Context: an optimization exercise on an open-source flow, tuned for small area, a short achievable clock period and few clock cycles. The choices shown serve that exercise and are no tape-out recipe.

==> flow/design.v <==
`timescale 1ns / 1ps
module divisor_clk #(parameter WIDTH = 24,
                 parameter WIDTHZ = (WIDTH*2))
(
    input logic clk,
    input logic arst,
    input logic start,
    input logic [WIDTH-1:0] a,
    input logic [WIDTH-1:0] b,
    output logic done,
    output logic div_by_zero,
    output logic [WIDTH-1:0] q,
    output logic [WIDTH-1:0] f,
    output logic [WIDTHZ-1:0] z
);
    localparam K = 5;
    logic             busy;
    logic [3:0]       cnt;         
    logic [WIDTH-1:0] rem;         
    logic [WIDTH-1:0] div;         
    logic [WIDTHZ-1:0] qd;         
    logic             dz;          
    assign dz = (div == '0);
    logic [WIDTH-1:0]  rem_init;
    logic [WIDTHZ-1:0] qd_init;
    logic [3:0]       cnt_init;
    always_comb begin
        rem_init = '0;
        qd_init  = {2'b0, a, 22'b0};
        cnt_init = 4'd9;
        if ((|b[23:13])) begin
            rem_init = {13'b0, a[23:11]};
            qd_init  = {a[10:0], 37'b0};
            cnt_init = 4'd6;
        end
        if (b[23]) begin
            rem_init = {23'b0, a[23:1]};
            qd_init  = {a[0:0], 47'b0};
            cnt_init = 4'd4;
        end
    end
    logic [WIDTH-1:0]  r_s [0:K];
    logic [WIDTHZ-1:0] q_s [0:K];
    assign r_s[0] = rem;
    assign q_s[0] = qd;
    for (genvar i = 0; i < K; i++) begin : g_step
        logic [WIDTH:0] x, y, t;
        logic qb;
        assign x = {r_s[i], q_s[i][WIDTHZ-1]};
        assign y = {1'b0, div};
        logic [WIDTH+1:0] g, p;
        logic [WIDTH+2:0] bw;
        assign g = {1'b0, ~x & y};
        assign p = {1'b0, ~(x ^ y)};
        assign bw[0] = 1'b0;
        for (genvar j = 0; j <= WIDTH; j = j + 2) begin : g_grp
            logic gg, pp;
            assign gg = g[j+1] | (p[j+1] & g[j]);
            assign pp = p[j+1] & p[j];
            assign bw[j+1] = g[j] | (p[j] & bw[j]);
            assign bw[j+2] = gg | (pp & bw[j]);
        end
        assign t = x ^ y ^ bw[WIDTH:0];
        assign qb = ~t[WIDTH];
        assign r_s[i+1] = qb ? t[WIDTH-1:0] : x[WIDTH-1:0];
        assign q_s[i+1] = {q_s[i][WIDTHZ-2:0], qb};
    end
    always_ff @(posedge clk or posedge arst) begin
        if (arst) begin
            busy <= 1'b0;
            done <= 1'b0;
            cnt <= '0;
            div_by_zero <= 1'b0;
        end else begin
            done <= 1'b0;
            if (busy) begin
                div_by_zero <= dz;
                if (cnt == 0 || dz) begin
                    busy <= 1'b0;
                    done <= 1'b1;
                end
                cnt <= cnt - 1'b1;
            end else if (start) begin
                busy <= 1'b1;
                cnt <= cnt_init;
            end
        end
    end
    always_ff @(posedge clk) begin
        div <= b;
        if (busy) begin
            rem <= r_s[K];
            qd  <= dz ? '0 : q_s[K];
        end else begin
            rem <= rem_init;
            qd  <= qd_init;
        end
    end
    assign q = qd[WIDTHZ-1:WIDTH];
    assign f = qd[WIDTH-1:0];
    assign z = qd;
endmodule
export LEC_CHECK = 0
export ABC_AREA = 1
export CAP_MARGIN = 20
export CORE_MARGIN = 2
export CORE_UTILIZATION = 40
export PLACE_DENSITY = 0.6
export SLEW_MARGIN = 20
create_clock -name core_clock -period 110.0 [get_ports {clk}]
run.sh (not shown) runs the stock make flow with config.mk's settings and CLKGATE_MAP_FILE= SYNTH_SCRIPT=/design/flow/synth_recipe.tcl, a recipe that flattens the netlist after the stock synthesis.
The baseline went through all stages and came out clean.
Then changed:
--- a/flow/design.v
+++ b/flow/design.v
@@ -14,7 +14,7 @@
     output logic [WIDTHZ-1:0] z
 );
-    localparam K = 5;
+    localparam K = 7;
     logic             busy;
-    logic [3:0]       cnt;         
+    logic [2:0]       cnt;         
     logic [WIDTH-1:0] rem;         
     logic [WIDTH-1:0] div;         
@@ -24,18 +24,18 @@
     logic [WIDTH-1:0]  rem_init;
     logic [WIDTHZ-1:0] qd_init;
-    logic [3:0]       cnt_init;
+    logic [2:0]       cnt_init;
     always_comb begin
         rem_init = '0;
-        qd_init  = {2'b0, a, 22'b0};
-        cnt_init = 4'd9;
+        qd_init  = {1'b0, a, 23'b0};
+        cnt_init = 3'd6;
         if ((|b[23:13])) begin
             rem_init = {13'b0, a[23:11]};
             qd_init  = {a[10:0], 37'b0};
-            cnt_init = 4'd6;
+            cnt_init = 3'd4;
         end
-        if (b[23]) begin
-            rem_init = {23'b0, a[23:1]};
-            qd_init  = {a[0:0], 47'b0};
-            cnt_init = 4'd4;
+        if ((|b[23:20])) begin
+            rem_init = {20'b0, a[23:4]};
+            qd_init  = {a[3:0], 44'b0};
+            cnt_init = 3'd3;
         end
     end
@@ -49,17 +49,29 @@
         assign x = {r_s[i], q_s[i][WIDTHZ-1]};
         assign y = {1'b0, div};
-        logic [WIDTH+1:0] g, p;
-        logic [WIDTH+2:0] bw;
-        assign g = {1'b0, ~x & y};
-        assign p = {1'b0, ~(x ^ y)};
+        localparam G = 4;
+        localparam NG = (WIDTH + 1 + G - 1) / G;
+        logic [NG*G-1:0] xx, yy, d0, d1;
+        logic [NG:0] bw;
+        assign xx = {{(NG*G-WIDTH-1){1'b0}}, x};
+        assign yy = {{(NG*G-WIDTH-1){1'b0}}, y};
         assign bw[0] = 1'b0;
-        for (genvar j = 0; j <= WIDTH; j = j + 2) begin : g_grp
-            logic gg, pp;
-            assign gg = g[j+1] | (p[j+1] & g[j]);
-            assign pp = p[j+1] & p[j];
-            assign bw[j+1] = g[j] | (p[j] & bw[j]);
-            assign bw[j+2] = gg | (pp & bw[j]);
+        for (genvar j = 0; j < NG; j++) begin : g_grp
+            logic [G:0] b0, b1;
+            assign b0[0] = 1'b0;
+            assign b1[0] = 1'b1;
+            for (genvar k = 0; k < G; k++) begin : g_b
+                assign b0[k+1] = (~xx[j*G+k] & yy[j*G+k]) | (~(xx[j*G+k] ^ yy[j*G+k]) & b0[k]);
+                assign b1[k+1] = (~xx[j*G+k] & yy[j*G+k]) | (~(xx[j*G+k] ^ yy[j*G+k]) & b1[k]);
+            end
+            assign d0[j*G +: G] = xx[j*G +: G] ^ yy[j*G +: G] ^ b0[G-1:0];
+            assign d1[j*G +: G] = xx[j*G +: G] ^ yy[j*G +: G] ^ b1[G-1:0];
+            assign bw[j+1] = bw[j] ? b1[G] : b0[G];
         end
-        assign t = x ^ y ^ bw[WIDTH:0];
+        for (genvar j = 0; j < NG; j++) begin : g_sel
+            if (j*G <= WIDTH) begin : g_s
+                localparam HI = (j*G+G-1 > WIDTH) ? WIDTH : j*G+G-1;
+                assign t[HI:j*G] = bw[j] ? d1[HI:j*G] : d0[HI:j*G];
+            end
+        end
         assign qb = ~t[WIDTH];
         assign r_s[i+1] = qb ? t[WIDTH-1:0] : x[WIDTH-1:0];
- worst setup slack got worse by 26 ns
- final cell count came out higher by about 6%
- die area came out higher by 7.4%
- worst hold slack got worse by 0.0036 ns
- clock-buffer cell count stays the same
- critical path depth came out higher by 225
- first-iteration DRC count came out higher by about 75%
- global-route usage came out higher by 0.55 points
- sequential cell count came out lower by 1
- final area came out higher by about 7%
No functional check of the RTL was part of any run of this note.

==> static timing again, ports no longer ideal <==
The results above use ideal ports. As a check the final layouts listed here were re-extracted and re-timed, cells and wires unchanged.
Step 1 sets driving cells, clkbuf_16 on the clock port and buf_2 on the other inputs (assumed; they add their load-dependent delay and slew).
Step 2, shift: input delay + t, output delay - t, t = (earliest + latest rising clock arrival at the registers) / 2. This alone moves slack from input paths to output paths.
Slacks: ideal ports / drivers / drivers and shift; pairs: ideal ports / drivers.
run | t, ns | slack for setup (ns) | worst hold slack (ns) | clock arrival spread, ns | slew at the worst register clock pin (ns)
the first run | 0.410 | 85.204 / 85.223 / 84.812 | 0.461 / 0.461 / 0.461 | 0.011 / 0.011 | 0.08 / 0.08
the second run | 0.414 | 59.488 / 59.488 / 59.488 | 0.457 / 0.457 / 0.457 | 0.021 / 0.021 | 0.10 / 0.10
After both steps setup and hold are still met in every run listed. The setup slack of the first run, which loses most, moves by +0.019 ns with the drivers and by -0.392 ns with both steps.
